Context: an optimization exercise on an open-source flow, tuned for small area. The choices shown serve that exercise and are no tape-out recipe. Function was checked by simulation only, so behaviour that the tests miss may differ from the original. No activity file was given, so power comes from the tool's default toggle rates.

[flow/design.v]
module uart_tx_top(
input clk, rst, baud_pulse, pen, thre, stb, sticky_parity, eps, set_break,
input cap,               
input [7:0] din,         
input [1:0] wls,
output dec,              
output reg sreg_empty,tx
);
localparam [1:0] IDLE = 2'd0, START = 2'd1, SEND = 2'd2, PARITY = 2'd3;
reg [1:0] state;
reg [7:0] shft_reg;
reg tx_data;
reg d_parity;
reg [2:0] bitcnt;
reg [4:0] count;
reg parity_out;
wire cz = (count == 5'd0);
assign dec = baud_pulse & (state == IDLE) & ~thre & cz;
always@(posedge clk, posedge rst)
begin
  if(rst)
    begin
    state      <= IDLE;
    count      <= 5'd15;
    sreg_empty <= 1'b1;
    tx_data    <= 1'b1;
    end
  else
    begin
    if(baud_pulse)
      case(state)
      IDLE:
        if(!thre)
          begin
          if(!cz)
            count <= count - 5'd1;
          else
            begin
            count      <= 5'd15;
            state      <= START;
            sreg_empty <= 1'b0;
            tx_data    <= 1'b0;
            end
          end
      START:
        if(!cz)
          count <= count - 5'd1;
        else
          begin
          count   <= 5'd15;
          state   <= SEND;
          tx_data <= shft_reg[0];
          end
      SEND:
        if(!cz)
          count <= count - 5'd1;
        else if(bitcnt != 3'd0)
          begin
          count   <= 5'd15;
          tx_data <= shft_reg[0];
          end
        else
          begin
          sreg_empty <= 1'b1;
          if(pen)
            begin
            state   <= PARITY;
            count   <= 5'd15;
            tx_data <= parity_out;
            end
          else
            begin
            state   <= IDLE;
            tx_data <= 1'b1;
            count   <= !stb ? 5'd15 : (wls == 2'b00) ? 5'd23 : 5'd31;
            end
          end
      PARITY:
        if(!cz)
          count <= count - 5'd1;
        else
          begin
          state   <= IDLE;
          tx_data <= 1'b1;
          count   <= !stb ? 5'd15 : (wls == 2'b00) ? 5'd17 : 5'd31;
          end
      endcase
    end
end
always@(posedge clk)
begin
  if(cap)
    shft_reg <= din;
  if(baud_pulse)
    case(state)
    IDLE:
      if(!thre && cz)
        bitcnt   <= {1'b1, wls};
    START:
      if(cz)
        begin
        d_parity <= ^(shft_reg & {wls == 2'b11, wls[1], |wls, 5'h1f});
        shft_reg <= shft_reg >> 1;
        end
    SEND:
      begin
      parity_out <= sticky_parity ? ~eps : ~(d_parity ^ eps);
      if(cz && bitcnt != 3'd0)
        begin
        bitcnt   <= bitcnt - 3'd1;
        shft_reg <= shft_reg >> 1;
        end
      end
    default: ;
    endcase
end
always@(posedge clk, posedge rst)
begin
if(rst)
  tx <= 1'b1;
else
  tx <= tx_data & ~set_break;
end
endmodule
module uart_rx_top(
input clk, rst, baud_pulse, rx, sticky_parity, eps,
input pen,
input [1:0] wls,
output reg push,
output fend,             
output reg pe,
output fe, bi,           
output reg [7:0] dout
    );
localparam [2:0] IDLE = 3'd0, START = 3'd1, READ = 3'd2, PARITY = 3'd3, STOP = 3'd4;
reg [2:0] state;
reg rx_reg;
reg [2:0] bitcnt;
reg [3:0] count;
reg par_bit;
always@(posedge clk)
  rx_reg <= rx;
wire exp_parity = sticky_parity ? ~eps : (eps ? ^dout : ~^dout);
wire c7 = (count == 4'd7);
wire c0 = (count == 4'd0);
assign fe = ~rx_reg;
assign bi = ~rx_reg & ~|dout & ~par_bit;
assign fend = baud_pulse & (state == START) & c7;
always@(posedge clk, posedge rst)
begin
if(rst)
  begin
  state  <= IDLE;
  push   <= 1'b0;
  pe     <= 1'b0;
  dout   <= 8'h00;
  end
else
  begin
  push   <= 1'b0;
  if(baud_pulse)
    case(state)
    IDLE:
      if(!rx_reg)
        state <= START;
    START:
      if(c7)
        begin
        if(rx)
          state <= IDLE;
        end
      else if(c0)
        begin
        state <= READ;
        pe    <= 1'b0;
        end
    READ:
      if(c7)
        case(wls)
        2'b00: dout <= {3'b000, rx, dout[4:1]};
        2'b01: dout <= {2'b00 , rx, dout[5:1]};
        2'b10: dout <= {1'b0  , rx, dout[6:1]};
        2'b11: dout <= {        rx, dout[7:1]};
        endcase
      else if(c0 && bitcnt == 3'd0)
        state <= pen ? PARITY : STOP;
    PARITY:
      if(c7)
        pe <= rx ^ exp_parity;
      else if(c0)
        state <= STOP;
    STOP:
      if(c7)
        begin
        push <= 1'b1;
        end
      else if(c0)
        state <= IDLE;
    default: state <= IDLE;
    endcase
  end
end
always@(posedge clk)
begin
if(baud_pulse)
  begin
  count <= (state == IDLE) ? 4'd15 : count - 4'd1;
  if(state == START && c0)
    begin
    bitcnt  <= {1'b1, wls};
    par_bit <= 1'b0;
    end
  if(state == READ && c0 && bitcnt != 3'd0)
    bitcnt <= bitcnt - 3'd1;
  if(state == PARITY && c7)
    par_bit <= rx;
  end
end
endmodule
   typedef struct packed {
    logic  [1:0] rx_trigger;         
    logic [1:0] reserved;           
    logic       dma_mode;           
    logic       tx_rst;             
    logic       rx_rst;             
    logic       ena;                
  } fcr_t;  
   typedef struct packed {
    logic       dlab;
    logic       set_break;
    logic       stick_parity;
    logic       eps;
    logic       pen;
    logic       stb;
    logic [1:0] wls;
  } lcr_t;
   typedef struct packed {
    logic       rx_fifo_error;
    logic       temt;               
    logic       thre;               
    logic       bi;                 
    logic       fe;                 
    logic       pe;                 
    logic       oe;                 
    logic       dr;                 
  } lsr_t;  
 typedef struct packed {
 fcr_t       fcr;
 lcr_t       lcr;
 lsr_t       lsr;
 logic [7:0] scr;
 } csr_t;
 typedef struct packed {
    logic [7:0] dmsb;                
    logic [7:0] dlsb;                
  } div_t;
module regs_uart(
input clk, rst,
input wr_i,rd_i,
input rx_fifo_empty_i,
input rx_oe, rx_pe, rx_fe, rx_bi,
input rx_push,
input tx_fifo_empty_i, tx_sreg_empty_i,
input [2:0] addr_i,
input [7:0] din_i,
output tx_push_o,  
output rx_pop_o,  
output baud_out,  
output tx_rst, rx_rst,
output [3:0] rx_fifo_threshold,
output reg [7:0] dout_o,
output csr_t csr_o,
input [7:0] rx_fifo_in
);
csr_t csr;  
wire tx_fifo_wr;
assign tx_fifo_wr = wr_i & (addr_i == 3'b000) & (csr.lcr.dlab == 1'b0);
assign tx_push_o = tx_fifo_wr;   
wire rx_fifo_rd;
assign rx_fifo_rd = rd_i & (addr_i == 3'b000) & (csr.lcr.dlab == 1'b0);
assign rx_pop_o = rx_fifo_rd;  
  div_t dl;
   always @(posedge clk, posedge rst)
     begin
     if (rst)
        dl.dlsb <= 8'h00;
     else if ( wr_i && addr_i == 3'b000 && csr.lcr.dlab == 1'b1)
        begin
        dl.dlsb <= din_i;
        end
     end
   always @(posedge clk, posedge rst)
     begin
     if (rst)
        dl.dmsb <= 8'h00;
     else if ( wr_i && addr_i == 3'b001 && csr.lcr.dlab == 1'b1)
        begin
        dl.dmsb <= din_i;
        end
     end
 reg update_baud;
 reg [15:0] baud_cnt;
 reg baud_pulse;
    always @(posedge clk)
         update_baud <=  wr_i & (csr.lcr.dlab == 1'b1) & ((addr_i == 3'b000) | (addr_i == 3'b001));
   always @(posedge clk, posedge rst)
   begin
    if (rst)
      baud_cnt  <= 16'h0;
    else if (update_baud || baud_cnt == 16'h0000)
      baud_cnt <= dl;
    else
      baud_cnt <= baud_cnt -1;
   end
   always @(posedge clk, posedge rst)
    begin
      if (rst)
        baud_pulse <= 1'b0;
      else
        baud_pulse <= |dl & ~|baud_cnt;
    end
assign baud_out = baud_pulse;  
   always @(posedge clk, posedge rst)
   begin
     if(rst)
       begin
       csr.fcr <= 8'h00;
       end
      else if (wr_i == 1'b1 && addr_i == 3'h2)
       begin
       csr.fcr.rx_trigger <= din_i[7:6];
       csr.fcr.dma_mode   <= din_i[3];
       csr.fcr.tx_rst     <= din_i[2];
       csr.fcr.rx_rst     <= din_i[1];
       csr.fcr.ena        <= din_i[0];
       end
       else
       begin
       csr.fcr.tx_rst     <= 1'b0;
       csr.fcr.rx_rst     <= 1'b0;
       end
   end
assign tx_rst = csr.fcr.tx_rst;   
assign rx_rst = csr.fcr.rx_rst;
reg [3:0] rx_fifo_th_count;
always_comb
begin
if(csr.fcr.ena == 1'b0)
 begin
  rx_fifo_th_count = 4'd0;
 end
else
 case(csr.fcr.rx_trigger)
  2'b00: rx_fifo_th_count = 4'd1;
  2'b01: rx_fifo_th_count = 4'd4;
  2'b10: rx_fifo_th_count = 4'd8;
  2'b11: rx_fifo_th_count = 4'd14;
 endcase
end
assign rx_fifo_threshold = rx_fifo_th_count;    
 always @(posedge clk, posedge rst)
   begin
     if(rst)
       begin
       csr.lcr <= 8'h00;
       end
     else if (wr_i == 1'b1 && addr_i == 3'h3)
       begin
       csr.lcr <= din_i;
       end
   end
 wire read_lsr;
 assign read_lsr = (rd_i == 1) & (addr_i == 3'h5);
always@(posedge clk, posedge rst)
begin
if(rst)
begin
csr.lsr <= 8'h60;  
end
else
begin
csr.lsr.dr   <=  ~rx_fifo_empty_i;
csr.lsr.oe   <=   rx_oe | (csr.lsr.oe & ~read_lsr);  
csr.lsr.pe   <=   rx_pe;
if(rx_push)
  begin
  csr.lsr.fe <= rx_fe;
  csr.lsr.bi <= rx_bi;
  end
csr.lsr.thre <=   tx_fifo_empty_i;
csr.lsr.temt <=   tx_fifo_empty_i & tx_sreg_empty_i;
csr.lsr.rx_fifo_error <= 1'b0;
end
end
 always @(posedge clk, posedge rst)
   begin
     if(rst)
       begin
       csr.scr <= 8'h00;
       end
     else if (wr_i == 1'b1 && addr_i == 3'h7)
       begin
       csr.scr <= din_i;
       end
   end
always@(posedge clk, posedge rst)
begin
if (rst)
  dout_o <= 8'h00;
else
case(addr_i)
0: dout_o <= csr.lcr.dlab ? dl.dlsb : (rx_fifo_empty_i ? 8'h00 : rx_fifo_in);
1: dout_o <= csr.lcr.dlab ? dl.dmsb : 8'h00;  
2: dout_o <= 8'h00;  
3: dout_o <= csr.lcr;  
4: dout_o <= 8'h00;  
5: dout_o <= csr.lsr;  
6: dout_o <= 8'h00;  
7: dout_o <= csr.scr;  
default: ;
endcase
end
assign csr_o = csr;
endmodule
module tx_fifo(
input rst, clk, en, clr, push_in, dec,
input [7:0] din,
output [7:0] dout,
output empty,
output cap
);
reg [7:0] mem [16];
reg [4:0] m;       
reg pend;          
reg [3:0] fc;      
reg act;
wire [4:0] n = m + {4'd0, pend};    
assign empty = (m == 5'd0) & ~pend;
wire full = en ? n[4] : ~empty;
wire push = push_in & ~full;
always@(posedge clk, posedge rst)
begin
if(rst)
  begin
  m    <= 5'd0;
  pend <= 1'b0;
  act  <= 1'b0;
  end
else
  begin
  pend <= dec & ~clr;
  if(clr)
    m <= 5'd0;
  else
    m <= m + {4'd0, push} - {4'd0, dec};
  if(dec)
    act <= 1'b1;
  else if(fc == 4'd0)
    act <= 1'b0;
  end
end
wire [4:0] pos = m + {4'd0, push} - 5'd1;    
always@(posedge clk)
begin
if(dec)
  fc <= 4'd15 - pos[3:0];
else
  fc <= fc - 4'd1;
end
assign cap = act & (fc == 4'd0);
assign dout = mem[15];
always@(posedge clk)
begin
if(push | (m == 5'd0))
  mem[0] <= din;
for(int i = 1; i < 16; i++)
  if(push | (m <= i))
    mem[i] <= mem[i-1];
end
endmodule
module rx_fifo(
input rst, clk, en, clr, push_in, pop_in, fend,
input [7:0] din,
output [7:0] dout,
output empty, overrun
);
reg [7:0] mem [16];
reg [4:0] n;      
reg flush;
assign empty = (n == 5'd0);
wire full = en ? n[4] : ~empty;
wire push = push_in & ~full;
wire pop  = pop_in & ~empty;
always@(posedge clk, posedge rst)
begin
if(rst)
  n <= 5'd0;
else if(clr)
  n <= 5'd0;
else if(push & ~pop)
  n <= n + 5'd1;
else if(pop & ~push)
  n <= n - 5'd1;
end
always@(posedge clk)
begin
if(clr)
  flush <= 1'b1;
else if(fend)
  flush <= 1'b0;
end
always@(posedge clk)
begin
for(int i = 0; i < 15; i++)
  if(pop | flush | (n <= i))
    mem[i] <= mem[i+1];
if(pop | flush | (n <= 15))
  mem[15] <= din;
end
assign dout = flush ? din : mem[0];
reg overrun_t;
always@(posedge clk, posedge rst)
begin
if(rst)
   overrun_t <= 1'b0;
else
   overrun_t <= push_in & full;
end
assign overrun = overrun_t;
endmodule
module all_mod(
input clk, rst, wr, rd,
input rx,
input [2:0] addr,
input [7:0] din,
output tx,
output [7:0] dout
    );
 csr_t       csr;
 wire baud_pulse;
 wire tx_dec, tx_cap;
 wire rx_fend;
 wire [7:0] tx_fifo_out;
 wire tx_fifo_push;
 wire tx_fifo_empty;
 wire tx_sreg_empty;
 wire r_oe, r_pe, r_fe, r_bi;
 wire rx_fifo_push, rx_fifo_pop;
 wire rx_fifo_empty;
 wire [7:0] rx_out;
 wire [7:0] rx_fifo_out;
 wire [3:0] rx_fifo_threshold;
 wire tx_rst, rx_rst;
regs_uart uart_regs_inst (
    .clk (clk),
    .rst (rst),
    .wr_i (wr),
    .rd_i (rd),
    .rx_fifo_empty_i (rx_fifo_empty),
    .rx_oe (r_oe),
    .rx_pe (r_pe),
    .rx_fe (r_fe),
    .rx_bi (r_bi),
    .rx_push (rx_fifo_push),
    .tx_fifo_empty_i (tx_fifo_empty),
    .tx_sreg_empty_i (tx_sreg_empty),
    .addr_i (addr),
    .din_i (din),
    .tx_push_o (tx_fifo_push),
    .rx_pop_o (rx_fifo_pop),
    .baud_out (baud_pulse),
    .tx_rst (tx_rst),
    .rx_rst (rx_rst),
    .rx_fifo_threshold (rx_fifo_threshold),
    .dout_o (dout),
    .csr_o (csr),
    .rx_fifo_in(rx_fifo_out)
);
uart_tx_top uart_tx_inst (
    .clk (clk),
    .rst (rst),
    .baud_pulse (baud_pulse),
    .pen (csr.lcr.pen),
    .thre (tx_fifo_empty),
    .stb (csr.lcr.stb),
    .sticky_parity (csr.lcr.stick_parity),
    .eps (csr.lcr.eps),
    .set_break (csr.lcr.set_break),
    .cap (tx_cap),
    .din (tx_fifo_out),
    .wls (csr.lcr.wls),
    .dec (tx_dec),
    .sreg_empty (tx_sreg_empty),
    .tx (tx)
);
tx_fifo tx_fifo_inst (
    .rst (rst),
    .clk (clk),
    .en (csr.fcr.ena),
    .clr (tx_rst),
    .push_in (tx_fifo_push),
    .dec (tx_dec),
    .din (din),
    .dout (tx_fifo_out),
    .empty (tx_fifo_empty),
    .cap (tx_cap)
);
 uart_rx_top uart_rx_inst (
    .clk (clk),
    .rst (rst),
    .baud_pulse (baud_pulse),
    .rx (rx),
    .sticky_parity (csr.lcr.stick_parity),
    .eps (csr.lcr.eps),
    .pen (csr.lcr.pen),
    .wls (csr.lcr.wls),
    .push (rx_fifo_push),
    .fend (rx_fend),
    .pe (r_pe),
    .fe (r_fe),
    .bi (r_bi),
    .dout(rx_out)
);
rx_fifo rx_fifo_inst (
    .rst (rst),
    .clk (clk),
    .en (csr.fcr.ena),
    .clr (rx_rst),
    .push_in (rx_fifo_push),
    .pop_in (rx_fifo_pop),
    .fend (rx_fend),
    .din (rx_out),
    .dout (rx_fifo_out),
    .empty (rx_fifo_empty),
    .overrun (r_oe)
);
endmodule
[flow/flow/run.sh]
#!/bin/bash
# The standard layout, with the smallest buffer as the port buffer that
# global placement puts on every input and output.
set -euo pipefail
export BUFFER_PORTS_ARGS="-buffer_cell sky130_fd_sc_hd__buf_1"
bash standard.sh > standard.log 2>&1
[flow/standard.sh]
#!/bin/bash
# synth_recipe.tcl (not shown) runs the flow's synth.tcl, then flattens the netlist and writes it again
# the make line also repeats each setting of config.mk as NAME=value (left out here)
make -C /OpenROAD-flow-scripts/flow DESIGN_CONFIG=/design/flow/config.mk WORK_HOME=/design/flow/orfs CLKGATE_MAP_FILE= SYNTH_SCRIPT=/design/flow/synth_recipe.tcl "${@:-finish}"
[flow/config.mk]
export PLATFORM = sky130hd
export DESIGN_NAME = all_mod
export DESIGN_NICKNAME = all_mod
export VERILOG_FILES = /design/flow/design.v
export SDC_FILE = /design/flow/constraint.sdc
export NUM_CORES = 4
export LEC_CHECK = 0
export CAP_MARGIN = 20
export CORE_MARGIN = 2
export CORE_UTILIZATION = 80
export CTS_BUF_LIST = sky130_fd_sc_hd__clkbuf_8
export CTS_CLUSTER_DIAMETER = 80
export CTS_CLUSTER_SIZE = 16
export SLEW_MARGIN = 20
[flow/constraint.sdc]
create_clock -name core_clock -period 10.0 [get_ports {clk}]
set_input_delay 2.0000 -clock core_clock [delete_from_list [all_inputs] [get_ports {clk}]]
set_output_delay 2.0000 -clock core_clock [all_outputs]
set_load 0.01 [all_outputs]
==> results of run 1 <==
[metal layers]
metal,vias up,part of all wire (%)
met5,-,0.048
met4,2,1.9
met3,47,9.2
met2,404,48
met1,3978,41
li1,3768,-
[layout make-up]
class                      count  area (sq um)
fill                         901          2810
multi-input combinational    551          3730
clock inverter                23          98.8
inverter                      41           156
tap                          234           293
antenna                        1          2.50
sequential                   387         11000
timing repair buffer          29           125
clock buffer                  29           399
[Yosys cell counts (all sizes together) (10+ instances only)]
cell type | n | area (sq um)
nor2b | 15 | 93.8
mux2i | 20 | 200
ha | 31 | 388
or3 | 10 | 67.6
inv | 41 | 154
a21oi | 45 | 225
dfrtp | 94 | 2350
a31oi | 10 | 62.6
and2 | 11 | 71.3
o31ai | 14 | 105
mux2 | 44 | 503
xor2 | 10 | 87.6
nor4 | 10 | 68.8
dfxtp | 15 | 300
clkbuf | 33 | 124
edfxtp | 269 | 8080
o21ai | 57 | 285
xnor2 | 26 | 228
nor3 | 18 | 95.1
nand2 | 69 | 259
nor2 | 72 | 270
[worst max-delay path, stage by stage]
cell and delay, ns:
buf_1 0.66, nor3_1 0.14, nand2_1 0.15, nor2_1 0.06, a31oi_1 0.19, buf_4 0.23
inv_1 0.09, ha_1 0.37, inv_1 0.10, ha_1 0.23, ha_1 0.23, o31ai_1 0.33
xor2_1 0.17, nor2b_1 0.13
[power groups by stage]
| stage | Combinational, mW | Sequential (mW) | Clock [mW] |
|---|---|---|---|
| 6_report | 0.499 | 2.63 | 0.736 |
| 4_1_cts | 0.492 | 2.63 | 0.748 |
| 2_1_floorplan | 0.400 | 2.50 | 0 |
| 5_1_grt | 0.551 | 2.67 | 0.803 |
| 3_5_place_dp | 0.488 | 2.65 | 0 |
| 3_3_place_gp | 0.459 | 2.61 | 0 |
[per-stage QoR]
step           utilization (%)  area (sq um)
2_1_floorplan                -         15000
3_3_place_gp              82.1         15300
3_5_place_dp              82.2         15300
4_1_cts                   84.8         15800
5_1_grt                   84.9         15800
6_report                  84.9         15800
[path summary, 6_finish.rpt]
check	to	slack [ns]
setup reg to reg	tx_fifo_inst.fc[3]	6.21
max in group asynchronous	uart_regs_inst.baud_cnt[15]	7.34
setup / recovery	tx_fifo_inst.m[4]	5.42
min in group asynchronous	uart_tx_inst.count[4]	1.52
hold reg to reg	uart_regs_inst.csr[10]	0.39
hold / removal	uart_regs_inst.csr[10]	0.39
[cell families after synthesis]
group | synth area share (%)
AOI/OAI and AO/OA | 6.81
xor gates and xnor gates | 2.10
adders and majority gates | 2.58
buffers and inverters | 2.14
DFF | 73.1
muxes | 4.69
and+or+nand+nor | 8.60
==> run notes, run 1 <==
* Vias in the first global route at 8019
* DPL Wire Length at 18.7 mm
* Routed Antenna Nets at 0
* PortBufs at 24
* CTS tree: built
* Launch point of the worst reg-to-reg path: tx_fifo_inst.m[2]
* Starting Density at 80.8%
* Max H-tree Level at 1
* Crit path required time at 10.52 ns
* Setup TNS at 0 ns
* Syn nets at 1064
* DR iter-0 viols at 881
* Most common cell after layout, fill and taps aside: edfxtp_1
* CTS sink cnt at 387
* Total global-route track usage at 28.2%
* First-pass GRT wire length at 42.6 mm
* RSZ-0062 raised after global routing: false
* Netlist cell types at 67
* Asr flop ratio synth at 26.6%
* GRT met1 Usage at 40.9%
* Met3 Usage GRT at 6.22%
* Seq/Total Area, Yosys at 73.1%
* Hold path startpoint: uart_rx_inst.pe
* Fin cells at 1295
* Routability congestion estimate from global placement at 0.880
* Leakage at 6.10 nW
* Final hold violation count at 0
* Final WL at 27.1 mm
* Clk pin slew, worst setup/hold paths at 0.11 ns
* Commonest cells after routing, fill and taps aside: 269 x edfxtp_1, 94 x dfrtp_1, 72 x nor2_1, 69 x nand2_1, 62 x inv_1
* Hold WS at 0.387 ns
* Synthesis-to-finish area growth at 5.09%
* Clock latency (worst-skew pair) at 0.59 ns
* Number of synthesized flops with an enable pin at 269
* Worst clock skew at 0.0337 ns
* Met2 Usage GRT at 45.3%
* Syn avg cell area at 14.8 sq um
* Syn Std Cell Area at 15000 sq um
* Grt ovf at 0
* Initial antenna violation count at 2
* P_sw at 1.05 mW
* CTS resizes at 0
* Int Power at 2.81 mW
* Clock Path Buffers at 3
* Switching share of power at 27.2%
* Layout net count at 1085
* Largest net degree at the start of global routing at 54
* Clk pwr share at 19.1%
* Vias at 8199
* Post-CTS Setup Inserts at 0
* Via-per-instance ratio at 6.33
* Yosys reg bits at 387
* Max_cap viols at 0
* Ratio of cells with drive above 1 in the final layout at 10.0%
* Placed insts at 1241
* Ys flop type: edfxtp_1
* Drt wl/cell at 21.0 um
* Chip height at 141 um
* Setup slack after layout at 5.42 ns
* Max-slew headroom at 28.4%
* Top Ports at 25
* CP Capture Type: flop
* Critical Path Fanout Max at 19
* Hold Path Stages at 0
* Top Registers: rx_fifo_inst.mem x128, tx_fifo_inst.mem x128, uart_regs_inst.csr x26
* Tmin final at 4.58 ns
* Overall power at 3.86 mW
* Ys Warns at 7
* Clock Tree Root: clkbuf_8
* CP Class: input pin to flop
* Drt pass-1 iters at 6
* Pwr/cell area at 245 nW/um^2
* Die span in x at 141 um
* Max IR drop VDD at 234 uV
* Placeable Area at 18600 sq um
* Slew Limit Fails at 0
* Floorplan row count at 50
* Setup Viol. Count Final at 0
* Crit start category: input pin
* Reg2reg path depth at 12
* Slew at the pin with the worst max-slew slack at 1.07 ns
* Setup crit start: addr[1]
* Sequential Power Share at 68.0%
* Setup WS pre-CTS at 4.90 ns
* Max frequency at 218 MHz
* Fin crit share at 45.8%
* Logic pwr share at 12.9%
* Hold-fix buffers, CTS at 0
* Status: complete, no violations
* Crit path arrival time at 5.10 ns
* Synth Instances at 1017
* Drt drc at 0
* Gr busiest metal: met2
* Worst Hold Class: flop to flop
* CTS buffer count at 28
* Die area at 19900 sq um
==> run 2: changes to the inputs <==
==> flow/flow/run.sh (replaced) <==
#!/bin/bash
# The standard layout, with the smallest buffer as the port buffer that
# global placement puts on every input and output, and small buffers in the
# upper levels of the clock tree.
set -euo pipefail
export BUFFER_PORTS_ARGS="-buffer_cell sky130_fd_sc_hd__buf_1"
export CTS_ARGS="-sink_clustering_enable -repair_clock_nets -sink_clustering_size 16 -sink_clustering_max_diameter 80 -buf_list sky130_fd_sc_hd__clkbuf_8 -sink_clustering_buffer sky130_fd_sc_hd__clkbuf_8 -root_buf sky130_fd_sc_hd__clkbuf_4 -tree_buf sky130_fd_sc_hd__clkbuf_4"
bash standard.sh > standard.log 2>&1
==> run notes, run 2 <==
* Syn nets at 1064 (unchanged)
* Total global-route track usage at 28.2% (+0.061 points)
* Slew at the pin with the worst max-slew slack at 1.06 ns (-0.00728 ns)
* Clock Tree Root: clkbuf_4
* Layout net count at 1085 (unchanged)
* Crit start category: input pin
* Fin crit share at 44.5% (-1.3 points)
* Max H-tree Level at 1 (unchanged)
* First-pass GRT wire length at 42.6 mm (about the same)
* Max frequency at 225 MHz (+3.0%)
* Critical Path Fanout Max at 19 (unchanged)
* Worst Hold Class: flop to flop
* Pwr/cell area at 244 nW/um^2 (-0.33%)
* Chip height at 141 um (unchanged)
* Crit path required time at 10.66 ns (+0.14 ns)
* DR iter-0 viols at 803 (-8.9%)
* Die span in x at 141 um (unchanged)
* Routability congestion estimate from global placement at 0.880 (unchanged)
* CP Class: input pin to flop
* Clk pin slew, worst setup/hold paths at 0.11 ns (about the same)
* Leakage at 6.09 nW (-0.13%)
* Die area at 19900 sq um (unchanged)
* Placeable Area at 18600 sq um (unchanged)
* Netlist cell types at 67 (unchanged)
* Vias at 8218 (+0.23%)
* Clock latency (worst-skew pair) at 0.74 ns (+0.15 ns)
* Setup Viol. Count Final at 0 (unchanged)
* Tmin final at 4.45 ns (-0.134 ns)
* Synth area leaders: edfxtp_1 54%, dfrtp_1 16%, mux2_2 3.2%, ha_1 2.6%, dfxtp_1 2.0%
* Critical-path cell list: buf_1 > nor3_1 > nand2_1 > nor2_1 > a31oi_1 > buf_4 > inv_1 > ha_1 > inv_1 > ha_1 > ha_1 > o31ai_1 > xor2_1 > nor2b_1
* Initial antenna violation count at 3 (+1)
* Ys flop type: edfxtp_1
* CP delay by family, top: buffers and inverters
* Status: complete, no violations
* Post-CTS Setup Inserts at 0 (unchanged)
* CTS buffer count at 28 (unchanged)
* Seq/Total Area, Yosys at 73.1% (unchanged)
* Yosys top cell by area: edfxtp_1
* Routed Antenna Nets at 0 (unchanged)
* CP Capture Type: flop
* Drt pass-1 iters at 5 (-1)
* Hold-fix buffers, CTS at 0 (unchanged)
* Crit path arrival time at 5.11 ns (about the same)
* Drt drc at 0 (unchanged)
* DPL Wire Length at 18.7 mm (unchanged)
* Worst clock skew at 0.0359 ns (+0.00221 ns)
* Yosys reg bits at 387 (unchanged)
* Via-per-instance ratio at 6.34 (+0.15%)
* Synth Instances at 1017 (unchanged)
* CTS resizes at 0 (unchanged)
* Setup TNS at 0 ns (unchanged)
* Most used cell along the critical path: ha_1
* Ys Warns at 7 (unchanged)
* Asr flop ratio synth at 26.6% (unchanged)
* Floorplan row count at 50 (unchanged)
* Top Registers: rx_fifo_inst.mem x128, tx_fifo_inst.mem x128, uart_regs_inst.csr x26
* Starting Density at 80.8% (unchanged)
* Max IR drop VDD at 232 uV (-0.77%)
* Top Ports at 25 (unchanged)
* RSZ-0062 raised after global routing: false
* Launch point of the worst reg-to-reg path: tx_fifo_inst.m[2]
* CTS sink cnt at 387 (unchanged)
* CP max stage delay at 0.66 ns (about the same)
* Slew Limit Fails at 0 (unchanged)
* Post-layout util at 84.8% (-0.088 points)
* Max-slew headroom at 28.9% (+0.49 points)
* Commonest cells after routing, fill and taps aside: 269 x edfxtp_1, 94 x dfrtp_1, 72 x nor2_1, 69 x nand2_1, 62 x inv_1
* Drt wl/cell at 21.0 um (+0.10%)
* Synthesis-to-finish area growth at 4.99%
* Setup crit start: addr[1]
* Syn Std Cell Area at 15000 sq um (unchanged)
* Area share of the largest cell type after synthesis at 53.8% (unchanged)
* Count leader, synth: edfxtp_1
* Final hold violation count at 0 (unchanged)
* CTS tree: built
* Vias in the first global route at 8031 (+0.15%)
* Largest net degree at the start of global routing at 54 (unchanged)
* Most frequent cells after synthesis: 269 x edfxtp_1, 94 x dfrtp_1, 72 x nor2_1, 69 x nand2_1, 57 x o21ai_0
* Grt ovf at 0 (unchanged)
* Most common cell after layout, fill and taps aside: edfxtp_1
* Buf+Inv Stages, Crit Path at 4 (unchanged)
* PortBufs at 24 (unchanged)
* Hold path startpoint: uart_rx_inst.pe
* Final WL at 27.2 mm (+0.18%)
* Max_cap viols at 0 (unchanged)
* Ratio of cells with drive above 1 in the final layout at 10.0% (unchanged)
* Number of synthesized flops with an enable pin at 269 (unchanged)
* CP max-delay cell: buf_1
* Syn avg cell area at 14.8 sq um (unchanged)
* Clock Path Buffers at 3 (unchanged)
==> run 2: cell types whose count changed in the layout (fill, tap and decap cells not counted), sizes merged <==
| cell | previous run | this run |
|---|---|---|
| diode | 1 | 2 |
==> run 2: worst reg2reg max path, cell delays in order (launching register included) <==
cell and delay, ns:
dfrtp_1 0.63, nor3_1 0.71, nand2_1 0.32, nor4_1 0.29, a31oi_1 0.07, buf_4 0.21, inv_1 0.10, ha_1 0.29
or4b_2 0.62, o21ai_0 0.10, a21oi_1 0.11, xnor2_1 0.18, mux2i_1 0.09
==> run 2: worst paths after layout <==
path / to / slack (ns) / cells after the start
max: tx_fifo_inst.m[4] / 5.55 / 14
min: uart_regs_inst.csr[10] / 0.38 / 0
max reg2reg: tx_fifo_inst.fc[3] / 6.19 / 12
min reg2reg: uart_regs_inst.csr[10] / 0.38 / 0
max in group asynchronous: uart_regs_inst.baud_cnt[14] / 7.50 / 3
min in group asynchronous: uart_rx_inst.dout[7] / 1.36 / 2
==> run 2: where the power goes <==
group,internal (mW),switching (mW),leakage [nW]
sequential,2.35,0.282,4.07
combinational,0.193,0.306,1.70
clock,0.257,0.462,0.325
total,2.80,1.05,6.09
==> run 2: cell families (layout without fill, tap and decap cells) <==
group                      after synthesis  count (layout)  synth area share (%)
AOI/OAI and AO/OA                      167             167                  6.81
buffers and inverters                   79             122                  2.14
other                                    0               2                     0
xor gates and xnor gates                36              36                  2.10
adders and majority gates               31              31                  2.58
muxes                                   64              64                  4.69
DFF                                    387             387                  73.1
and+or+nand+nor                        253             253                  8.60
==> run 2: layer usage <==
layer | global-route usage, % | up-vias | wire, um
met5 | 0 | - | 13
met4 | 6.89 | 2 | 601
met2 | 45.4 | 405 | 13000
li1 | - | 3767 | -
met3 | 6.25 | 52 | 2520
met1 | 40.9 | 3992 | 11100
==> run 2: stage by stage <==
step	std cells	power, mW	area (sq um)	setup slack, ns	hold slack [ns]
6_report	1296	3.84	15800	5.55	0.384
2_1_floorplan	1017	2.90	15000	5.31	0.354
5_1_grt	1295	4.01	15800	5.31	0.407
4_1_cts	1293	3.85	15700	5.68	0.388
3_5_place_dp	1241	3.14	15300	4.90	0.378
3_3_place_gp	1241	3.06	15300	5.12	0.362
==> run 2: layout make-up <==
cell class                 instances  area, sq um
sequential                       387        11000
multi-input combinational        551         3730
fill                             904         2830
clock buffer                      29          380
tap                              234          293
inverter                          41          156
timing repair buffer              29          125
clock inverter                    23         98.8
antenna                            2         5.00
==> run 3: changes to the inputs <==
--- a/flow/flow/run.sh
+++ b/flow/flow/run.sh
@@ -5,4 +5,5 @@
 set -euo pipefail
 export BUFFER_PORTS_ARGS="-buffer_cell sky130_fd_sc_hd__buf_1"
 export CTS_ARGS="-sink_clustering_enable -repair_clock_nets -sink_clustering_size 16 -sink_clustering_max_diameter 80 -buf_list sky130_fd_sc_hd__clkbuf_8 -sink_clustering_buffer sky130_fd_sc_hd__clkbuf_8 -root_buf sky130_fd_sc_hd__clkbuf_4 -tree_buf sky130_fd_sc_hd__clkbuf_4"
+export RECOVER_POWER=100
 bash standard.sh > standard.log 2>&1
==> run notes, run 3 <==
* Worst clock skew at 0.0341 ns (-0.00178 ns)
* Critical Path Fanout Max at 53 (+34)
* Max-slew headroom at -80.6% (-110 points)
* Fin crit share at 52.8% (+8.3 points)
* Routed Antenna Nets at 0 (unchanged)
* Gr busiest metal: met2
* Most common cell after layout, fill and taps aside: edfxtp_1
* Seq/Total Area, Yosys at 73.1% (unchanged)
* Post-CTS Setup Inserts at 0 (unchanged)
* Layout net count at 1085 (unchanged)
* DR iter-0 viols at 889 (+11%)
* Final hold violation count at 0 (unchanged)
* Netlist cell types at 67 (unchanged)
* Syn nets at 1064 (unchanged)
* Logic pwr share at 12.8% (-0.2 points)
* Ratio of cells with drive above 1 in the final layout at 8.58% (-1.4 points)
* Grt ovf at 0 (unchanged)
* Sequential Power Share at 68.5% (+0.2 points)
* Max IR drop VDD at 233 uV (+0.37%)
* Drt wl/cell at 21.0 um (+0.22%)
* Area share of the largest cell type after synthesis at 53.8% (unchanged)
* Number of synthesized flops with an enable pin at 269 (unchanged)
* Die span in x at 141 um (unchanged)
* Status: complete, but fails checks
* Count leader, synth: edfxtp_1
* Ys Warns at 7 (unchanged)
* Clock latency (worst-skew pair) at 0.74 ns (about the same)
* Top Registers: rx_fifo_inst.mem x128, tx_fifo_inst.mem x128, uart_regs_inst.csr x26
* RSZ-0062 raised after global routing: false
* Synthesis-to-finish area growth at 4.53%
* CTS tree: built
* Asr flop ratio synth at 26.6% (unchanged)
* Failed Checks: max-capacitance violations, max-slew violations
* Hold-fix buffers, CTS at 0 (unchanged)
* CTS sink cnt at 387 (unchanged)
* P_sw at 1.04 mW (-0.95%)
* Crit path required time at 10.24 ns (-0.42 ns)
* CTS resizes at 0 (unchanged)
* Clock Path Buffers at 3 (unchanged)
* CP Class: input pin to asynchronous set/reset pin
* Placeable Area at 18600 sq um (unchanged)
* Int Power at 2.79 mW (-0.13%)
* Die area at 19900 sq um (unchanged)
* Top Ports at 25 (unchanged)
* Via-per-instance ratio at 6.34 (about the same)
* CP Capture Type: asynchronous set/reset pin
* Total global-route track usage at 28.2% (unchanged)
* Tmin final at 5.28 ns (+0.829 ns)
* Max frequency at 189 MHz (-16%)
* Worst Hold Class: flop to flop
* Yosys top cell by area: edfxtp_1
* Clock Tree Root: clkbuf_4
* Met3 Usage GRT at 6.25% (unchanged)
* Synth Instances at 1017 (unchanged)
* Slew Limit Fails at 106 (+106)
* Synth area leaders: edfxtp_1 54%, dfrtp_1 16%, mux2_2 3.2%, ha_1 2.6%, dfxtp_1 2.0%
* Filler cells at 921 (+1.9%)
* Ys flop type: edfxtp_1
* Crit start category: input pin
* Floorplan row count at 50 (unchanged)
* First-pass GRT wire length at 42.6 mm (unchanged)
* DPL Wire Length at 18.7 mm (unchanged)
* Initial antenna violation count at 3 (unchanged)
* Routability congestion estimate from global placement at 0.880 (unchanged)
* Yosys reg bits at 387 (unchanged)
* CTS buffer count at 28 (unchanged)
* Drt pass-1 iters at 5 (unchanged)
* Clk pin slew, worst setup/hold paths at 0.11 ns (about the same)
* Setup TNS at 0 ns (unchanged)
* Max H-tree Level at 1 (unchanged)
* Switching share of power at 27.1% (-0.16 points)
* Leakage at 6.05 nW (-0.66%)
* Vias in the first global route at 8031 (unchanged)
* GRT met1 Usage at 40.9% (unchanged)
* Syn Std Cell Area at 15000 sq um (unchanged)
* Starting Density at 80.8% (unchanged)
* Slew at the pin with the worst max-slew slack at 2.71 ns (+1.65 ns)
* Fin area at 15700 sq um (-0.44%)
* Drt drc at 0 (unchanged)
* Max_cap viols at 2 (+2)
* Clk pwr share at 18.7% (about the same)
* Commonest cells after routing, fill and taps aside: 269 x edfxtp_1, 94 x dfrtp_1, 72 x nor2_1, 69 x nand2_1, 62 x inv_1
* Met2 Usage GRT at 45.4% (unchanged)
* Most frequent cells after synthesis: 269 x edfxtp_1, 94 x dfrtp_1, 72 x nor2_1, 69 x nand2_1, 57 x o21ai_0
* Crit path arrival time at 5.52 ns (+0.41 ns)
* Vias at 8217 (-0.012%)
* Pwr/cell area at 244 nW/um^2 (about the same)
* Chip height at 141 um (unchanged)
* Setup Viol. Count Final at 0 (unchanged)
* Final WL at 27.2 mm (+0.22%)
* Syn avg cell area at 14.8 sq um (unchanged)
* Largest net degree at the start of global routing at 54 (unchanged)
* Post-placement cell area at 15300 sq um (unchanged)
* PortBufs at 24 (unchanged)
==> run 3: cells by family after synthesis <==
logic type                 after synthesis  share of synthesized area [%]
muxes                                   64                           4.69
DFF                                    387                           73.1
xor gates and xnor gates                36                           2.10
buffers and inverters                   79                           2.14
adders and majority gates               31                           2.58
and+or+nand+nor                        253                           8.60
AOI/OAI and AO/OA                      167                           6.81
==> run 3: area by class of cell <==
| type | instances | area [sq um] | share of cell area [%] |
|---|---|---|---|
| Tap cell | 234 | 293 | 1.87 |
| Clock inverter | 23 | 98.8 | 0.630 |
| Clock buffer | 29 | 380 | 2.42 |
| Sequential cell | 387 | 11000 | 69.9 |
| Multi-Input combinational cell | 551 | 3680 | 23.5 |
| Inverter | 41 | 155 | 0.989 |
| Antenna cell | 2 | 5.00 | 0.0319 |
| Timing Repair Buffer | 29 | 109 | 0.694 |
==> run 3: layer usage <==
layer	part of all wire [%]	routed length [um]	up-vias
met1	41	11100	4017
met3	9.2	2510	56
li1	-	-	3769
met2	48	13100	373
met4	2.2	609	2
met5	0.048	13	-
==> run 3: stage by stage <==
stage / worst slack, ns / cells / hold WS [ns] / power, mW / util [%]
after floorplan: 5.31 / 1017 / 0.354 / 2.90 / -
after global placement: 5.12 / 1241 / 0.362 / 3.06 / 82.1
after detailed placement: 4.90 / 1241 / 0.378 / 3.14 / 82.2
after CTS: 5.68 / 1293 / 0.388 / 3.85 / 84.7
after global routing: 3.73 / 1295 / 0.407 / 4.00 / 84.4
final: 4.72 / 1296 / 0.385 / 3.83 / 84.4
==> run 3: worst paths after layout <==
path / start / end / slack [ns] / cells past startpoint
worst max-delay path: rst / uart_regs_inst.baud_cnt[15] / 4.72 / 3
worst min-delay path: uart_rx_inst.pe / uart_regs_inst.csr[10] / 0.38 / 0
worst max register to register: tx_fifo_inst.m[2] / tx_fifo_inst.fc[3] / 6.02 / 12
worst min register to register: uart_rx_inst.pe / uart_regs_inst.csr[10] / 0.38 / 0
max in group core_clock: addr[1] / tx_fifo_inst.m[4] / 5.23 / 14
min in group asynchronous: rst / tx_fifo_inst.m[3] / 1.90 / 2
==> run 3: power by group through the flow <==
| stage | logic (mW) | registers, mW | clock network (mW) |
|---|---|---|---|
| global placement | 0.459 | 2.61 | 0 |
| floorplan | 0.400 | 2.50 | 0 |
| global route | 0.543 | 2.67 | 0.786 |
| CTS | 0.492 | 2.63 | 0.731 |
| finish | 0.490 | 2.62 | 0.717 |
| detailed placement | 0.488 | 2.65 | 0 |
==> run 3: critical path, cell delays in order <==
cell	delay, ns
buf_1	0.08
clkinvlp_2	1.35
clkbuf_1	2.01
==> run 4: changes to the inputs <==
--- a/flow/design.v
+++ b/flow/design.v
@@ -4,26 +4,26 @@
 input [7:0] din,         
 input [1:0] wls,
 output dec,              
-output reg sreg_empty,tx
+output sreg_empty,
+output reg tx
 );
 localparam [1:0] IDLE = 2'd0, START = 2'd1, SEND = 2'd2, PARITY = 2'd3;
 reg [1:0] state;
-reg [7:0] shft_reg;
-reg tx_data;
-reg d_parity;
+reg [7:0] shft_reg;      
+reg d_parity;            
 reg [2:0] bitcnt;
 reg [4:0] count;
 reg parity_out;
 wire cz = (count == 5'd0);
 assign dec = baud_pulse & (state == IDLE) & ~thre & cz;
+assign sreg_empty = (state == IDLE) | (state == PARITY);
+wire tx_data = (state == IDLE) | ((state == SEND) & shft_reg[0]) | ((state == PARITY) & d_parity);
 always@(posedge clk, posedge rst)
 begin
   if(rst)
     begin
-    state      <= IDLE;
-    count      <= 5'd15;
-    sreg_empty <= 1'b1;
-    tx_data    <= 1'b1;
+    state <= IDLE;
+    count <= 5'd15;
     end
   else
     begin
@@ -36,10 +36,8 @@
             count <= count - 5'd1;
           else
             begin
-            count      <= 5'd15;
-            state      <= START;
-            sreg_empty <= 1'b0;
-            tx_data    <= 1'b0;
+            count <= 5'd15;
+            state <= START;
             end
           end
       START:
@@ -47,42 +45,31 @@
           count <= count - 5'd1;
         else
           begin
-          count   <= 5'd15;
-          state   <= SEND;
-          tx_data <= shft_reg[0];
+          count <= 5'd15;
+          state <= SEND;
           end
       SEND:
         if(!cz)
           count <= count - 5'd1;
         else if(bitcnt != 3'd0)
+          count <= 5'd15;
+        else if(pen)
           begin
-          count   <= 5'd15;
-          tx_data <= shft_reg[0];
+          state <= PARITY;
+          count <= 5'd15;
           end
         else
           begin
-          sreg_empty <= 1'b1;
-          if(pen)
-            begin
-            state   <= PARITY;
-            count   <= 5'd15;
-            tx_data <= parity_out;
-            end
-          else
-            begin
-            state   <= IDLE;
-            tx_data <= 1'b1;
-            count   <= !stb ? 5'd15 : (wls == 2'b00) ? 5'd23 : 5'd31;
-            end
+          state <= IDLE;
+          count <= !stb ? 5'd15 : (wls == 2'b00) ? 5'd23 : 5'd31;
           end
       PARITY:
         if(!cz)
           count <= count - 5'd1;
         else
           begin
-          state   <= IDLE;
-          tx_data <= 1'b1;
-          count   <= !stb ? 5'd15 : (wls == 2'b00) ? 5'd17 : 5'd31;
+          state <= IDLE;
+          count <= !stb ? 5'd15 : (wls == 2'b00) ? 5'd17 : 5'd31;
           end
       endcase
     end
@@ -95,20 +82,22 @@
     case(state)
     IDLE:
       if(!thre && cz)
-        bitcnt   <= {1'b1, wls};
+        bitcnt <= {1'b1, wls};
     START:
       if(cz)
-        begin
         d_parity <= ^(shft_reg & {wls == 2'b11, wls[1], |wls, 5'h1f});
-        shft_reg <= shft_reg >> 1;
-        end
     SEND:
       begin
       parity_out <= sticky_parity ? ~eps : ~(d_parity ^ eps);
-      if(cz && bitcnt != 3'd0)
+      if(cz)
         begin
-        bitcnt   <= bitcnt - 3'd1;
-        shft_reg <= shft_reg >> 1;
+        if(bitcnt != 3'd0)
+          begin
+          bitcnt   <= bitcnt - 3'd1;
+          shft_reg <= shft_reg >> 1;
+          end
+        else
+          d_parity <= parity_out;
         end
       end
     default: ;
--- a/flow/flow/run.sh
+++ b/flow/flow/run.sh
@@ -5,5 +5,4 @@
 set -euo pipefail
 export BUFFER_PORTS_ARGS="-buffer_cell sky130_fd_sc_hd__buf_1"
 export CTS_ARGS="-sink_clustering_enable -repair_clock_nets -sink_clustering_size 16 -sink_clustering_max_diameter 80 -buf_list sky130_fd_sc_hd__clkbuf_8 -sink_clustering_buffer sky130_fd_sc_hd__clkbuf_8 -root_buf sky130_fd_sc_hd__clkbuf_4 -tree_buf sky130_fd_sc_hd__clkbuf_4"
-export RECOVER_POWER=100
 bash standard.sh > standard.log 2>&1
==> run notes, run 4 <==
* Status: complete, no violations
* Tmin final at 4.55 ns (-0.732 ns)
* Worst Hold Class: flop to flop
* R2r setup slk at 6.07 ns (+0.05 ns)
* Via-per-instance ratio at 6.57 (+3.7%)
* Max frequency at 220 MHz (+16%)
* Area share of the largest cell type after synthesis at 54.3% (+0.49 points)
* Netlist cell types at 64 (-4.5%)
* Most frequent cells after synthesis: 269 x edfxtp_1, 94 x dfrtp_1, 69 x nand2_1, 68 x nor2_1, 53 x o21ai_0
* DR iter-0 viols at 1030 (+16%)
* R2r endpoint: tx_fifo_inst.m[4]
* Ys Warns at 7 (unchanged)
* Synthesis-to-finish area growth at 5.05%
* Number of synthesized flops with an enable pin at 269 (unchanged)
* Reg2reg path depth at 13 (+1)
* Layout net count at 1066 (-1.8%)
* CTS resizes at 0 (unchanged)
* Top Registers: rx_fifo_inst.mem x128, tx_fifo_inst.mem x128, uart_regs_inst.csr x26
* Setup Viol. Count Final at 0 (unchanged)
* CP Capture Type: flop
* Die area at 19700 sq um (-0.87%)
* Max H-tree Level at 1 (unchanged)
* CTS buffer count at 28 (unchanged)
* Setup slack after layout at 5.45 ns (+0.732 ns)
* CP Class: input pin to flop
* Ys flop type: edfxtp_1
* Total global-route track usage at 29.6% (+1.3 points)
* Count leader, synth: edfxtp_1
* Asr flop ratio synth at 26.2% (-0.38 points)
* Pwr/cell area at 252 nW/um^2 (+3.3%)
* Syn nets at 1048 (-1.5%)
* Clock latency (worst-skew pair) at 0.77 ns (+0.03 ns)
* Clk pin slew, worst setup/hold paths at 0.11 ns (about the same)
* Filler cells at 803 (-13%)
* Crit path required time at 10.67 ns (+0.43 ns)
* Leakage at 6.12 nW (+1.1%)
* Placed insts at 1216 (-2.0%)
* Yosys reg bits at 385 (-0.52%)
* Seq/Total Area, Yosys at 73.4% (+0.31 points)
* Overall power at 3.94 mW (+2.9%)
* Post-layout util at 86.4% (+2.0 points)
* Post-CTS Setup Inserts at 0 (unchanged)
* Commonest cells after routing, fill and taps aside: 269 x edfxtp_1, 94 x dfrtp_1, 69 x nand2_1, 67 x nor2_1, 60 x inv_1
* Drt pass-1 iters at 5 (unchanged)
* Die span in x at 140 um (-0.44%)
* RSZ-0062 raised after global routing: false
* Fin crit share at 45.5% (-7.3 points)
* Initial antenna violation count at 1 (-2)
* Clock Path Buffers at 3 (unchanged)
* Fin area at 15600 sq um (-0.41%)
* Syn Std Cell Area at 14900 sq um (-0.90%)
* Synth area leaders: edfxtp_1 54%, dfrtp_1 16%, mux2_2 3.3%, ha_1 2.7%, dfxtp_1 2.0%
* Drt drc at 0 (unchanged)
* Post-placement cell area at 15100 sq um (-0.97%)
* Largest net degree at the start of global routing at 59 (+9.3%)
* Critical Path Fanout Max at 19 (-64%)
* Crit path capture: tx_fifo_inst.m[4]
* Vias in the first global route at 8139 (+1.3%)
* Max IR drop VDD at 253 uV (+8.8%)
* Floorplan row count at 49 (-2.0%)
* Syn avg cell area at 14.9 sq um (+0.78%)
* First-pass GRT wire length at 44.4 mm (+4.2%)
* Routed Antenna Nets at 0 (unchanged)
* Chip height at 140 um (-0.44%)
* Placeable Area at 18100 sq um (-2.7%)
* Hold-fix buffers, CTS at 0 (unchanged)
* Yosys top cell by area: edfxtp_1
* Final hold violation count at 0 (unchanged)
* PortBufs at 24 (unchanged)
* Clock Tree Root: clkbuf_4
* Max_cap viols at 0 (-2)
* Fin cells at 1270 (-2.0%)
* Grt ovf at 0 (unchanged)
* Crit path arrival time at 5.21 ns (-0.31 ns)
* Worst clock skew at 0.0543 ns (+0.0202 ns)
* Drt wl/cell at 22.3 um (+6.3%)
* CTS sink cnt at 385 (-0.52%)
* Setup TNS at 0 ns (unchanged)
* Vias at 8350 (+1.6%)
* Most common cell after layout, fill and taps aside: edfxtp_1
* CTS tree: built
* Hold WS at 0.418 ns (+0.0326 ns)
* Final WL at 28.4 mm (+4.2%)
* Max-slew headroom at 26.7% (+110 points)
* Slew Limit Fails at 0 (-100%)
* Crit start category: input pin
* DPL Wire Length at 19.4 mm (+3.4%)
* Routability congestion estimate from global placement at 1.00 (+14%)
* Top Ports at 25 (unchanged)
* Slew at the pin with the worst max-slew slack at 1.09 ns (-1.62 ns)
* Starting Density at 82.2% (+1.5 points)
* Launch point of the worst reg-to-reg path: tx_fifo_inst.m[3]
* Setup WS pre-CTS at 4.53 ns (-0.365 ns)
* Ratio of cells with drive above 1 in the final layout at 9.52% (+0.93 points)
* Synth Instances at 1000 (-1.7%)
* Setup crit start: addr[2]
[run 4: changes by cell type in the layout (fill, tap and decap cells not counted), moves of 8 or more]
cell	delta
buf_1	+11
clkbuf_1	-16
nor2b_1	-9
o21ai_0	-11
o21ai_1	+8
o31ai_1	-13
[run 4: metal layers]
metal	vias to the layer above	share of wire, %	GRT usage, %
li1	3707	-	-
met1	4078	40	43.8
met2	492	48	47.4
met3	73	10	5.26
met4	0	2.7	7.28
met5	-	0	0
[run 4: logic make-up after synthesis]
logic type	Yosys count	synth area share, %
and+or+nand+nor	237	8.07
muxes	63	4.60
adders and majority gates	32	2.69
xor gates and xnor gates	41	2.41
buffers and inverters	77	2.03
DFF	385	73.4
AOI/OAI and AO/OA	165	6.81
[run 4: worst min-delay path by stage]
stage,from,cells after the start,endpoint
after floorplan,uart_rx_inst.pe,0,uart_regs_inst.csr[10]
after CTS,tx_fifo_inst.mem[5][6],0,tx_fifo_inst.mem[6][6]
final,tx_fifo_inst.mem[5][6],0,tx_fifo_inst.mem[6][6]
after global placement,rx_fifo_inst.mem[10][5],0,rx_fifo_inst.mem[9][5]
after global routing,tx_fifo_inst.mem[1][6],0,tx_fifo_inst.mem[2][6]
after detailed placement,uart_rx_inst.pe,0,uart_regs_inst.csr[10]
[run 4: critical path, stage by stage]
cell and delay [ns]:
buf_1 0.31, or3_1 0.55, nor3b_1 0.43, o21ai_2 0.36
inv_1 0.18, ha_1 0.28, inv_1 0.13, ha_1 0.21
ha_1 0.23, nand3b_1 0.10, o21ai_0 0.11, xor2_1 0.16
nor2b_1 0.14
[run 4: report_power, final]
| group | leakage (nW) | internal (mW) | switching (mW) |
|---|---|---|---|
| Clock | 0.325 | 0.258 | 0.464 |
| Combinational | 1.69 | 0.200 | 0.306 |
| Sequential | 4.10 | 2.39 | 0.320 |
[run 4: final cells by class]
cell class	instances	area (sq um)	area share [%]
timing repair buffer	26	103	0.657
sequential	385	10900	69.9
tap	229	287	1.83
clock inverter	23	98.8	0.633
antenna	1	2.50	0.0160
clock buffer	29	380	2.43
inverter	39	149	0.953
multi-input combinational	538	3690	23.6
==> run 5: changes to the inputs <==
--- a/flow/design.v
+++ b/flow/design.v
@@ -288,25 +288,25 @@
         end
      end
  reg update_baud;
- reg [15:0] baud_cnt;
+ reg [15:0] baud_cnt_n;    
  reg baud_pulse;
     always @(posedge clk)
          update_baud <=  wr_i & (csr.lcr.dlab == 1'b1) & ((addr_i == 3'b000) | (addr_i == 3'b001));
    always @(posedge clk, posedge rst)
    begin
     if (rst)
-      baud_cnt  <= 16'h0;
-    else if (update_baud || baud_cnt == 16'h0000)
-      baud_cnt <= dl;
+      baud_cnt_n <= 16'hffff;
+    else if (update_baud || &baud_cnt_n)
+      baud_cnt_n <= ~dl;
     else
-      baud_cnt <= baud_cnt -1;
+      baud_cnt_n <= baud_cnt_n + 16'd1;
    end
    always @(posedge clk, posedge rst)
     begin
       if (rst)
         baud_pulse <= 1'b0;
       else
-        baud_pulse <= |dl & ~|baud_cnt;
+        baud_pulse <= |dl & (&baud_cnt_n);
     end
 assign baud_out = baud_pulse;  
    always @(posedge clk, posedge rst)
--- a/flow/config.mk
+++ b/flow/config.mk
@@ -7,7 +7,7 @@
 export LEC_CHECK = 0
 export CAP_MARGIN = 20
 export CORE_MARGIN = 2
-export CORE_UTILIZATION = 80
+export CORE_UTILIZATION = 84
 export CTS_BUF_LIST = sky130_fd_sc_hd__clkbuf_8
 export CTS_CLUSTER_DIAMETER = 80
 export CTS_CLUSTER_SIZE = 16
==> run notes, run 5 <==
* Status: did not finish
* Exit stage: detailed placement (3_5_place_dp)
* Log Error: [ERROR DPL-0033] detailed placement checks failed during check placement.
* Most frequent cells after synthesis: 269 x edfxtp_1, 78 x dfrtp_1, 53 x nand2_1, 52 x a21oi_1, 51 x nor2_1
* Syn Std Cell Area at 14800 sq um (-0.35%)
* Chip height at 137 um (-2.5%)
* Yosys reg bits at 385 (unchanged)
* Netlist cell types at 62 (-3.1%)
* Yosys top cell by area: edfxtp_1
* Syn nets at 1016 (-3.1%)
* Die span in x at 137 um (-2.5%)
* Synth area leaders: edfxtp_1 55%, dfrtp_1 13%, dfstp_2 4.1%, mux2_2 3.3%, mux2i_1 2.6%
* Ys Warns at 7 (unchanged)
* Starting Density at 85.7% (+3.4 points)
* PortBufs at 24 (unchanged)
* Asr flop ratio synth at 26.2% (unchanged)
* Routability congestion estimate from global placement at 0.976 (-2.6%)
* Ys flop type: edfxtp_1
* Seq/Total Area, Yosys at 73.8% (+0.40 points)
* Synth Instances at 971 (-2.9%)
* DPL Wire Length at 21.9 mm (+13%)
* Number of synthesized flops with an enable pin at 269 (unchanged)
* Syn avg cell area at 15.3 sq um (+2.6%)
* Top Ports at 25 (unchanged)
* Count leader, synth: edfxtp_1
* Area share of the largest cell type after synthesis at 54.5% (+0.19 points)
* Floorplan row count at 48 (-2.0%)
==> run 5: changes by cell type after synthesis, moves of 5 or more <==
cell / previous run / this run
mux2i_1: 20 / 38
nor2_1: 68 / 51
dfrtp_1: 94 / 78
dfstp_2: 7 / 23
nand2_1: 69 / 53
nand3_1: 4 / 14
a22o_1: 7 / 1
a2bb2oi_1: 7 / 1
clkbuf_1: 33 / 27
o21a_1: 10 / 4
o21ai_0: 53 / 47
a21oi_1: 47 / 52
nand4_1: 9 / 4
xnor2_1: 31 / 26
==> run 5: power groups by stage <==
stage / registers (mW) / logic (mW) / clock network, mW
after global placement: 2.64 / 0.398 / 0
after floorplan: 2.54 / 0.348 / 0
==> run 5: logic make-up after synthesis <==
family          synth area share (%)
compound gates                  6.28
xor+xnor                        2.36
fa+ha+maj                       2.45
buf+inv                         2.01
flops                           73.8
mux                             5.99
simple gates                    7.13
==> run 5: worst min path at each step <==
stage,start,to,slack [ns],depth (start not counted)
2_1_floorplan,uart_rx_inst.pe,uart_regs_inst.csr[10],0.35,0
3_3_place_gp,uart_rx_inst.pe,uart_regs_inst.csr[10],0.37,0
==> run 5: per-stage QoR <==
step / hold WS [ns] / instances / power, mW / worst slack, ns
floorplan: 0.354 / 971 / 2.88 / 5.39
global placement: 0.369 / 1189 / 3.04 / 5.18
==> run 6: changes to the inputs <==
--- a/flow/config.mk
+++ b/flow/config.mk
@@ -7,7 +7,7 @@
 export LEC_CHECK = 0
 export CAP_MARGIN = 20
 export CORE_MARGIN = 2
-export CORE_UTILIZATION = 84
+export CORE_UTILIZATION = 80
 export CTS_BUF_LIST = sky130_fd_sc_hd__clkbuf_8
 export CTS_CLUSTER_DIAMETER = 80
 export CTS_CLUSTER_SIZE = 16
==> run notes, run 6 <==
* Status: complete, no violations
* Grt ovf at 0
* Chip height at 140 um (+2.4%)
* Commonest cells after routing, fill and taps aside: 269 x edfxtp_1, 78 x dfrtp_1, 62 x inv_1, 53 x nand2_1, 52 x a21oi_1
* Syn nets at 1016 (unchanged)
* Asr flop ratio synth at 26.2% (unchanged)
* CP Capture Type: flop
* Via-per-instance ratio at 6.35
* Crit path arrival time at 4.83 ns
* Slew at the pin with the worst max-slew slack at 1.10 ns
* Mux cell area share after synthesis at 5.99% (unchanged)
* Synthesis-to-finish area growth at 5.07%
* Placed insts at 1193
* Setup TNS at 0 ns
* Synth Instances at 971 (unchanged)
* Post-Synth Simple-Gate Area at 7.13% (unchanged)
* CTS sink cnt at 385
* Crit path required time at 10.60 ns
* Synth Area in XOR/XNOR at 2.36% (unchanged)
* Final hold violation count at 0
* Clock Path Buffers at 3
* Ys Warns at 7 (unchanged)
* Number of synthesized flops with an enable pin at 269 (unchanged)
* Reg2reg path depth at 14
* Synth area leaders: edfxtp_1 55%, dfrtp_1 13%, dfstp_2 4.1%, mux2_2 3.3%, mux2i_1 2.6%
* Critical Path Fanout Max at 23
* Crit start category: input pin
* CTS buffer count at 28
* Clock latency (worst-skew pair) at 0.73 ns
* Layout net count at 1039
* Syn Std Cell Area at 14800 sq um (unchanged)
* Die area at 19600 sq um
* Synth Area in Adders at 2.45% (unchanged)
* Floorplan row count at 49 (+2.1%)
* Tmin final at 4.23 ns
* Vias in the first global route at 7832
* Crit path capture: tx_fifo_inst.m[4]
* Worst Hold Class: flop to flop
* Largest net degree at the start of global routing at 54
* CP max-delay cell: nor4_1
* Setup crit start: addr[2]
* Critical-path cell list: buf_1 > nor4_1 > o211ai_1 > buf_4 > inv_1 > ha_1 > inv_1 > ha_1 > ha_1 > nor3_1 > a31oi_1 > xor2_1 > nor2_1
* Starting Density at 81.9% (-3.7 points)
* Yosys reg bits at 385 (unchanged)
* Clk pin slew, worst setup/hold paths at 0.10 ns
* CP Class: input pin to flop
* CTS resizes at 0
* CTS tree: built
* Most common cell after layout, fill and taps aside: edfxtp_1
* DR iter-0 viols at 640
* Yosys top cell by area: edfxtp_1
* Max frequency at 237 MHz
* Fin crit share at 42.3%
* Launch point of the worst reg-to-reg path: tx_fifo_inst.m[1]
* Most used cell along the critical path: ha_1
* Max_cap viols at 0
* Leakage at 6.15 nW
* Max IR drop VDD at 234 uV
* Area share of the largest cell type after synthesis at 54.5% (unchanged)
* Initial antenna violation count at 1
* Top Ports at 25 (unchanged)
* Syn avg cell area at 15.3 sq um (unchanged)
* Drt wl/cell at 21.1 um
* Vias at 7910
* Clock Tree Root: clkbuf_4
* Hold-fix buffers, CTS at 0
* Top Registers: rx_fifo_inst.mem x128, tx_fifo_inst.mem x128, uart_regs_inst.csr x26
* Seq/Total Area, Yosys at 73.8% (unchanged)
* RSZ-0062 raised after global routing: false
* Total global-route track usage at 27.6%
* Routability congestion estimate from global placement at 0.899 (-7.8%)
* Pwr/cell area at 244 nW/um^2
* Final WL at 26.3 mm
* PortBufs at 24 (unchanged)
* Setup Viol. Count Final at 0
* Fin cells at 1246
* Die span in x at 140 um (+2.4%)
* Ratio of cells with drive above 1 in the final layout at 11.7%
* Max H-tree Level at 1
* Most frequent cells after synthesis: 269 x edfxtp_1, 78 x dfrtp_1, 53 x nand2_1, 52 x a21oi_1, 51 x nor2_1
* Drt pass-1 iters at 5
* First-pass GRT wire length at 41.8 mm
* R2r setup slk at 6.51 ns
* DPL Wire Length at 18.5 mm (-16%)
* Largest family of logic cells by synthesized area: simple AND/OR/NAND/NOR gates
* Count leader, synth: edfxtp_1
* Routed Antenna Nets at 0
* Ys flop type: edfxtp_1
* Placeable Area at 18100 sq um
* Worst clock skew at 0.0219 ns
* Filler cells at 843
* Max-slew headroom at 26.4%
* CP max stage delay at 0.63 ns
* Drt drc at 0
* Complex-gate fraction of the synthesized area at 6.28% (unchanged)
* Post-CTS Setup Inserts at 0
* Netlist cell types at 62 (unchanged)
* Slew Limit Fails at 0
* R2r endpoint: tx_fifo_inst.m[4]
## run 6: cell counts after synthesis
Identical to the previous run, type by type.
## run 6: routing by layer
layer | GRT usage [%] | routed length (um) | share of wire [%] | up-vias
li1 | - | - | - | 3615
met1 | 40.3 | 11100 | 42 | 3947
met2 | 45.9 | 12800 | 49 | 303
met3 | 4.00 | 1810 | 6.9 | 45
met4 | 6.43 | 590 | 2.2 | 0
met5 | 0 | 0 | 0 | -
## run 6: cell type report
| type | instances | area, sq um | share of cell area [%] |
|---|---|---|---|
| multi-input combinational | 512 | 3610 | 23.2 |
| clock inverter | 23 | 98.8 | 0.635 |
| antenna | 1 | 2.50 | 0.0161 |
| clock buffer | 29 | 380 | 2.44 |
| tap | 229 | 287 | 1.84 |
| timing repair buffer | 26 | 106 | 0.683 |
| sequential | 385 | 10900 | 70.2 |
| inverter | 41 | 156 | 1.00 |
## run 6: kinds of logic after synthesis
kind of cell	Yosys count
compound gates	154
simple gates	206
buf+inv	74
mux	83
flops	385
fa+ha+maj	29
xor+xnor	40
## run 6: worst min-delay path by stage
| stage | endpoint | slack, ns | start | depth (start not counted) |
|---|---|---|---|---|
| detailed placement | uart_regs_inst.csr[10] | 0.36 | uart_rx_inst.pe | 0 |
| floorplan | uart_regs_inst.csr[10] | 0.35 | uart_rx_inst.pe | 0 |
| global route | uart_regs_inst.csr[10] | 0.40 | uart_rx_inst.pe | 0 |
| finish | uart_regs_inst.csr[10] | 0.39 | uart_rx_inst.pe | 0 |
| CTS | uart_regs_inst.csr[10] | 0.39 | uart_rx_inst.pe | 0 |
| global placement | uart_regs_inst.csr[10] | 0.37 | uart_rx_inst.pe | 0 |
## run 6: critical path, delay by kind of cell
family | cells | cell delay, ns
adder cells (fa/ha/maj) | 3 | 0.71
buffers and inverters | 4 | 0.83
AO/OA/AOI/OAI | 2 | 0.34
XOR/XNOR | 1 | 0.17
AND/OR/NAND/NOR | 3 | 0.76
## run 6: power by group
| part | total [mW] | internal [mW] | switching (mW) |
|---|---|---|---|
| logic | 0.437 | 0.171 | 0.267 |
| clock network | 0.712 | 0.258 | 0.454 |
| registers | 2.66 | 2.38 | 0.274 |
| total | 3.81 | 2.81 | 0.994 |
## run 6: through the flow
stage | setup WS (ns) | hold WS (ns) | area [sq um] | power (mW) | utilization [%]
2_1_floorplan | 5.39 | 0.354 | 14800 | 2.88 | -
3_3_place_gp | 5.14 | 0.368 | 15100 | 3.05 | 83.3
3_5_place_dp | 5.02 | 0.362 | 15100 | 3.11 | 83.3
4_1_cts | 5.74 | 0.394 | 15500 | 3.82 | 86.0
5_1_grt | 5.57 | 0.405 | 15600 | 3.97 | 86.1
6_report | 5.77 | 0.392 | 15600 | 3.81 | 86.1

## afterwards: timing with drivers on the ports
No port has a modelled driver above. Below, the same layouts with a new extraction and two added sets of constraints.
Step 1 assumes that a clkbuf_16 drives the clock port and a buf_2 every other input.
Step 2 also shifts input and output timing later by t, the mid clock arrival at the registers, as if the neighbouring blocks saw the same clock.
Slacks: ideal / step 1 / step 2; pairs: ideal / step 1.
| run | t, ns | setup WS [ns] | worst setup path after step 2 |
|---|---|---|---|
| run 1 | 0.613 | 5.417 / 5.417 / 4.803 | input to register |
| run 2 | 0.765 | 5.552 / 5.549 / 4.784 | input to register |
| run 3 | 0.764 | 4.722 / 4.739 / 3.974 | input, reset recovery |
| run 4 | 0.780 | 5.455 / 5.419 / 4.638 | input to register |
| run 6 | 0.758 | 5.774 / 5.795 / 5.037 | input to register |
The setup slack of run 4, which loses most, moves by -0.036 ns with the drivers and by -0.817 ns with both steps. The worst setup slack also covers recovery checks on asynchronous resets.
